Source: an optimization exercise on an open RTL-to-GDS flow (aim: small area, a short achievable clock period and few clock cycles). Production flows keep margins and buffers that such runs may drop. Where RTL was checked, it was by simulation tests only, not by an equivalence proof against the original. Power figures rest on the tool's default switching activity, not on a simulated workload.

Setup of run 1:
Design mips_cpu, start of the top module:
module mips_cpu (
	input  wire        clk,
	input  wire        rst,
	output wire [31:0] imem_addr,
	input  wire [31:0] imem_data,
	output wire        dmem_ren,
	output wire        dmem_wen,
	output wire [31:0] dmem_addr,
	output wire [31:0] dmem_wdata,
	input  wire [31:0] dmem_rdata
);
localparam
	OP_R     = 6'b000000,
	OP_J     = 6'b000010,
	OP_JAL   = 6'b000011,
	OP_BEQ   = 6'b000100,
	OP_BNE   = 6'b000101,
	OP_ADDI  = 6'b001000,
	OP_ADDIU = 6'b001001,
	OP_SLTI  = 6'b001010,
	OP_SLTIU = 6'b001011,
	OP_ANDI  = 6'b001100,
	OP_ORI   = 6'b001101,
	OP_XORI  = 6'b001110,
	OP_LUI   = 6'b001111,
	OP_LW    = 6'b100011,
	OP_SW    = 6'b101011;
	reg [31:0] pc;
	wire [5:0] fop = imem_data[31:26];
	wire [5:0] ffn = imem_data[5:0];
	wire [4:0] frs = imem_data[25:21];
	wire [4:0] frt = imem_data[20:16];
	wire [4:0] frd = imem_data[15:11];
	wire r_type  = fop == OP_R;
	wire f_add   = r_type && (ffn == 6'b100000 || ffn == 6'b100001);
	wire f_sub   = r_type && (ffn == 6'b100010 || ffn == 6'b100011);
	wire f_and   = r_type && ffn == 6'b100100;
	wire f_or    = r_type && ffn == 6'b100101;
	wire f_xor   = r_type && ffn == 6'b100110;
	wire f_nor   = r_type && ffn == 6'b100111;
	wire f_slt   = r_type && ffn == 6'b101010;
	wire f_sltu  = r_type && ffn == 6'b101011;
	wire f_shift = r_type && ffn[5:3] == 3'b000 && ffn[1:0] != 2'b01;
	wire f_jr    = r_type && ffn == 6'b001000;
	wire i_addi  = fop == OP_ADDI || fop == OP_ADDIU;
	wire i_slti  = fop == OP_SLTI;
	wire i_sltiu = fop == OP_SLTIU;
	wire i_andi  = fop == OP_ANDI;
	wire i_ori   = fop == OP_ORI;
	wire i_xori  = fop == OP_XORI;
	wire i_lui   = fop == OP_LUI;
	wire i_lw    = fop == OP_LW;
	wire i_sw    = fop == OP_SW;
	wire i_beq   = fop == OP_BEQ;
	wire i_bne   = fop == OP_BNE;
	wire i_j     = fop == OP_J;
	wire i_jal   = fop == OP_JAL;
	wire r_alu   = f_add | f_sub | f_and | f_or | f_xor | f_nor | f_slt | f_sltu;
	wire r_write = r_alu | f_shift;
	wire i_write = i_addi | i_slti | i_sltiu | i_andi | i_ori | i_xori | i_lui | i_lw;
	wire [4:0] f_waddr = i_jal ? 5'd31 : (r_type ? frd : frt);
	wire f_wen = (r_write | i_write | i_jal) && f_waddr != 5'd0;
	wire [2:0] f_sel =
		(f_and | i_andi) ? 3'd1 :
		(f_or  | i_ori)  ? 3'd2 :
		(f_xor | i_xori) ? 3'd3 :
		f_nor            ? 3'd4 :
		(f_slt | i_slti | i_sltiu) ? 3'd5 :
		f_sltu           ? 3'd6 :
		(f_shift | i_lui) ? 3'd7 : 3'd0;
  ...
For scale: roughly 4,900 cells after synthesis, roughly 1,200 flip-flops, about 60,000 µm² of cells after synthesis.
==> module mips_cpu, before the edit <==
module mips_cpu (
	input  wire        clk,
	input  wire        rst,
	output wire [31:0] imem_addr,
	input  wire [31:0] imem_data,
	output wire        dmem_ren,
	output wire        dmem_wen,
	output wire [31:0] dmem_addr,
	output wire [31:0] dmem_wdata,
	input  wire [31:0] dmem_rdata
);
localparam
	OP_R     = 6'b000000,
	OP_J     = 6'b000010,
	OP_JAL   = 6'b000011,
	OP_BEQ   = 6'b000100,
	OP_BNE   = 6'b000101,
	OP_ADDI  = 6'b001000,
	OP_ADDIU = 6'b001001,
	OP_SLTI  = 6'b001010,
	OP_SLTIU = 6'b001011,
	OP_ANDI  = 6'b001100,
	OP_ORI   = 6'b001101,
	OP_XORI  = 6'b001110,
	OP_LUI   = 6'b001111,
	OP_LW    = 6'b100011,
	OP_SW    = 6'b101011;
	reg [31:0] pc;
	wire [5:0] fop = imem_data[31:26];
	wire [5:0] ffn = imem_data[5:0];
	wire [4:0] frs = imem_data[25:21];
	wire [4:0] frt = imem_data[20:16];
	wire [4:0] frd = imem_data[15:11];
	wire r_type  = fop == OP_R;
	wire f_add   = r_type && (ffn == 6'b100000 || ffn == 6'b100001);
	wire f_sub   = r_type && (ffn == 6'b100010 || ffn == 6'b100011);
	wire f_and   = r_type && ffn == 6'b100100;
	wire f_or    = r_type && ffn == 6'b100101;
	wire f_xor   = r_type && ffn == 6'b100110;
	wire f_nor   = r_type && ffn == 6'b100111;
	wire f_slt   = r_type && ffn == 6'b101010;
	wire f_sltu  = r_type && ffn == 6'b101011;
	wire f_shift = r_type && ffn[5:3] == 3'b000 && ffn[1:0] != 2'b01;
	wire f_jr    = r_type && ffn == 6'b001000;
	wire i_addi  = fop == OP_ADDI || fop == OP_ADDIU;
	wire i_slti  = fop == OP_SLTI;
	wire i_sltiu = fop == OP_SLTIU;
	wire i_andi  = fop == OP_ANDI;
	wire i_ori   = fop == OP_ORI;
	wire i_xori  = fop == OP_XORI;
	wire i_lui   = fop == OP_LUI;
	wire i_lw    = fop == OP_LW;
	wire i_sw    = fop == OP_SW;
	wire i_beq   = fop == OP_BEQ;
	wire i_bne   = fop == OP_BNE;
	wire i_j     = fop == OP_J;
	wire i_jal   = fop == OP_JAL;
	wire r_alu   = f_add | f_sub | f_and | f_or | f_xor | f_nor | f_slt | f_sltu;
	wire r_write = r_alu | f_shift;
	wire i_write = i_addi | i_slti | i_sltiu | i_andi | i_ori | i_xori | i_lui | i_lw;
	wire [4:0] f_waddr = i_jal ? 5'd31 : (r_type ? frd : frt);
	wire f_wen = (r_write | i_write | i_jal) && f_waddr != 5'd0;
	wire [2:0] f_sel =
		(f_and | i_andi) ? 3'd1 :
		(f_or  | i_ori)  ? 3'd2 :
		(f_xor | i_xori) ? 3'd3 :
		f_nor            ? 3'd4 :
		(f_slt | i_slti | i_sltiu) ? 3'd5 :
		f_sltu           ? 3'd6 :
		(f_shift | i_lui) ? 3'd7 : 3'd0;
	wire f_br   = (i_beq | i_bne) & (imem_data[15:0] != 16'd0);
	wire f_same = frs == frt;
	wire f_pred = f_br & (i_beq & f_same | ~(i_bne & f_same) & imem_data[15]);
	wire rs_used = r_alu | (f_shift & ffn[2]) | f_jr | (i_write & ~i_lui) | i_sw | f_br;
	wire rt_used = r_write | f_br;
	reg [15:0] ir;       
	reg [31:0] x_alt;    
	reg [31:0] ra;       
	reg [31:0] rb;       
	reg        x_rb;     
	reg        x_zimm;   
	reg        x_sub;
	reg [2:0]  x_sel;
	reg        x_shv, x_shr, x_lui;
	reg        x_wen;
	reg [4:0]  x_waddr;
	reg        x_lw, x_sw, x_beq, x_bne, x_pred, x_j, x_jr, x_jal;
	reg        x_stfwd;  
	reg [31:0] m_val;    
	reg [31:0] m_st;     
	reg        m_lw, m_sw, m_wen;
	reg [4:0]  m_waddr;
	wire [31:0] bimm = {{16{ir[15] & ~x_zimm}}, ir[15:0]};
	wire [31:0] alu_b = x_rb ? rb : bimm;
	wire [31:0] sum, alu_out;
	alu ALU (
		.a(ra), .b(alu_b), .sub(x_sub),
		.sa(ir[10:6]), .shv(x_shv), .sh16(x_lui), .shr(x_shr),
		.sel(x_sel),
		.sum(sum), .result(alu_out)
	);
	wire [31:0] pc_seq = pc + 32'd1;
	wire [31:0] x_res = x_jal ? pc_seq : alu_out;
	wire eq = ra == rb;
	wire taken = (x_beq & eq) | (x_bne & ~eq);
	wire redirect = (x_beq | x_bne) & (taken ^ x_pred);
	wire [31:0] m_wd = m_lw ? dmem_rdata : m_val;
	assign dmem_ren   = m_lw;
	assign dmem_wen   = m_sw;
	assign dmem_addr  = m_val;
	assign dmem_wdata = m_st;
	wire stall = x_lw & x_wen &
		((rs_used & (frs == x_waddr)) | (rt_used & (frt == x_waddr)));
	wire [31:0] f_simm = {{16{imem_data[15]}}, imem_data[15:0]};
	wire [32:0] f_btgt1 = {pc, 1'b1} + {f_simm, 1'b1};   
	wire [31:0] f_btgt = f_btgt1[32:1];
	assign imem_addr = pc;
	wire [31:0] rf_a, rf_b;
	regFile REGFILE (
		.clk(clk), .wreg(m_wen), .n1(frs), .n2(frt),
		.writeReg(m_waddr), .regData(m_wd), .op1(rf_a), .op2(rf_b)
	);
	wire x_take = !(rst || redirect || stall);
	always @(posedge clk) begin
		ra <= (x_wen && x_waddr == frs) ? x_res :
		      (m_wen && m_waddr == frs) ? m_wd : rf_a;
		rb <= (x_wen && x_waddr == frt) ? x_res :
		      (m_wen && m_waddr == frt) ? m_wd : rf_b;
		ir      <= imem_data[15:0];
		x_alt   <= i_j | i_jal ? {26'd0, pc[31:26]} + {6'd0, imem_data[25:0]} :
		           (f_pred ? pc_seq : f_btgt);
		x_rb    <= r_type;
		x_zimm  <= i_andi | i_ori | i_xori | i_sltiu | i_lui;
		x_sub   <= f_sub | f_slt | f_sltu | i_slti | i_sltiu;
		x_sel   <= f_sel;
		x_shv   <= r_type & ffn[2];
		x_shr   <= r_type & ffn[1];
		x_lui   <= i_lui;
		x_waddr <= f_waddr;
		x_pred  <= f_pred;
		x_stfwd <= x_lw & x_wen & (frt == x_waddr);
		x_wen   <= x_take & f_wen;
		x_lw    <= x_take & i_lw;
		x_sw    <= x_take & i_sw;
		x_beq   <= x_take & f_br & i_beq;
		x_bne   <= x_take & f_br & i_bne;
		x_j     <= x_take & (i_j | i_jal);
		x_jr    <= x_take & f_jr;
		x_jal   <= x_take & i_jal;
		m_val   <= x_res;
		m_st    <= x_stfwd ? m_wd : rb;
		m_waddr <= x_waddr;
		if (rst) begin
			m_lw  <= 1'b0;
			m_sw  <= 1'b0;
			m_wen <= 1'b0;
		end else begin
			m_lw  <= x_lw;
			m_sw  <= x_sw;
			m_wen <= x_wen;
		end
		if (rst)
			pc <= 32'd0;
		else if (redirect || x_j)
			pc <= x_alt;
		else if (x_jr)
			pc <= ra;
		else if (stall)
			pc <= pc;
		else if (f_pred)
			pc <= f_btgt;
		else
			pc <= pc_seq;
	end
endmodule
clock: 11.0 ns
lec_check: 0
cap_margin: 20
core_margin: 2
core_utilization: 40
slew_margin: 20
standard.sh (not shown) runs the stock make flow with config.mk's settings and CLKGATE_MAP_FILE= SYNTH_SCRIPT=/design/flow/synth_recipe.tcl, a recipe that flattens the netlist after the stock synthesis.
==> flow/flow/run.sh <==
#!/bin/bash
# The standard layout with two changes to how it is made:
# - synthesis maps logic with flow/abc_speed.script, an area-oriented ABC
#   script, in place of ORFS's abc_speed.script (a copy of ORFS's scripts
#   folder with only that file replaced);
# - timing repair aims for 7 ns of setup slack.
set -euo pipefail
here=$(pwd)
rm -rf "$here/orfs_scripts"
cp -r "$FLOW_HOME/scripts" "$here/orfs_scripts"
cp "$here/flow/abc_speed.script" "$here/orfs_scripts/abc_speed.script"
bash standard.sh SCRIPTS_DIR="$here/orfs_scripts" SETUP_SLACK_MARGIN=7 finish > standard_make.log 2>&1
==> flow/flow/abc_speed.script <==
&get -n
&st
&dch
&nf -a
&put
buffer -c
topo
stime -c
upsize -c
dnsize -c
Run 1 finished all stages; the layout is clean.
Testbench counts of run 1, summed over its fixed seeds: cycles 24,917.
diff inputs: run 1 => run 2
--- a/flow/design.v
+++ b/flow/design.v
@@ -166,12 +166,11 @@
 		f_nor            ? 3'd4 :
 		(f_slt | i_slti | i_sltiu) ? 3'd5 :
 		f_sltu           ? 3'd6 :
 		(f_shift | i_lui) ? 3'd7 : 3'd0;
 	wire f_br   = (i_beq | i_bne) & (imem_data[15:0] != 16'd0);
-	wire f_same = frs == frt;
-	wire f_pred = f_br & (i_beq & f_same | ~(i_bne & f_same) & imem_data[15]);
+	wire f_pred = f_br & imem_data[15];
 	wire rs_used = r_alu | (f_shift & ffn[2]) | f_jr | (i_write & ~i_lui) | i_sw | f_br;
 	wire rt_used = r_write | f_br;
 	reg [15:0] ir;       
 	reg [31:0] x_alt;    
 	reg [31:0] ra;       
==> run notes <==
Compared with run 1, run 2 shows a number of cells in the finished layout apart from fillers that is 122 lower.
Between run 1 and run 2, the difference in die span in x is negligible.
Relative to run 1, fraction of the core area covered by cells at the end of the flow decreased by 1.1 points in run 2.
When run 2 is measured against run 1, its clock network fraction of design power turns out 1.8 points higher.
Per the comparison of run 2 with run 1, via count of the first global-routing pass went down 409, worst hold slack went up 0.013 ns, sum of routed wire segments on met1 held, routed wire length went down 2500 µm, proportion of cell area occupied by multi-input gates held.
For run 2, only the layout was checked, not whether the RTL still works.

==> what the ideal ports hide <==
No port has a modelled driver above. Below, the same layouts with a new extraction and two added sets of constraints. Step 1 sets driving cells, clkbuf_16 on the clock port and buf_2 on the other inputs (assumed; they add their load-dependent delay and slew). Step 2 moves the port delays by t, midway between the first and last clock arrival at a register: inputs arrive t later, outputs are due t later. That takes back most of the time a late clock gives input paths. Slacks: ideal / step 1 / step 2; pairs: ideal / step 1.
run	shift t [ns]	setup WS [ns]	worst setup path after step 2	worst data-port slew with drivers (ns)	cell pins on the clock port's net
run 1	0.857	6.615 / 6.648 / 5.791	input to register	0.18	1
run 2	0.847	6.611 / 6.464 / 5.618	input to register	0.28	1
After both steps setup and hold are still met in every run listed. The setup slack of run 2, which loses most, moves by -0.147 ns with the drivers and by -0.993 ns with both steps.
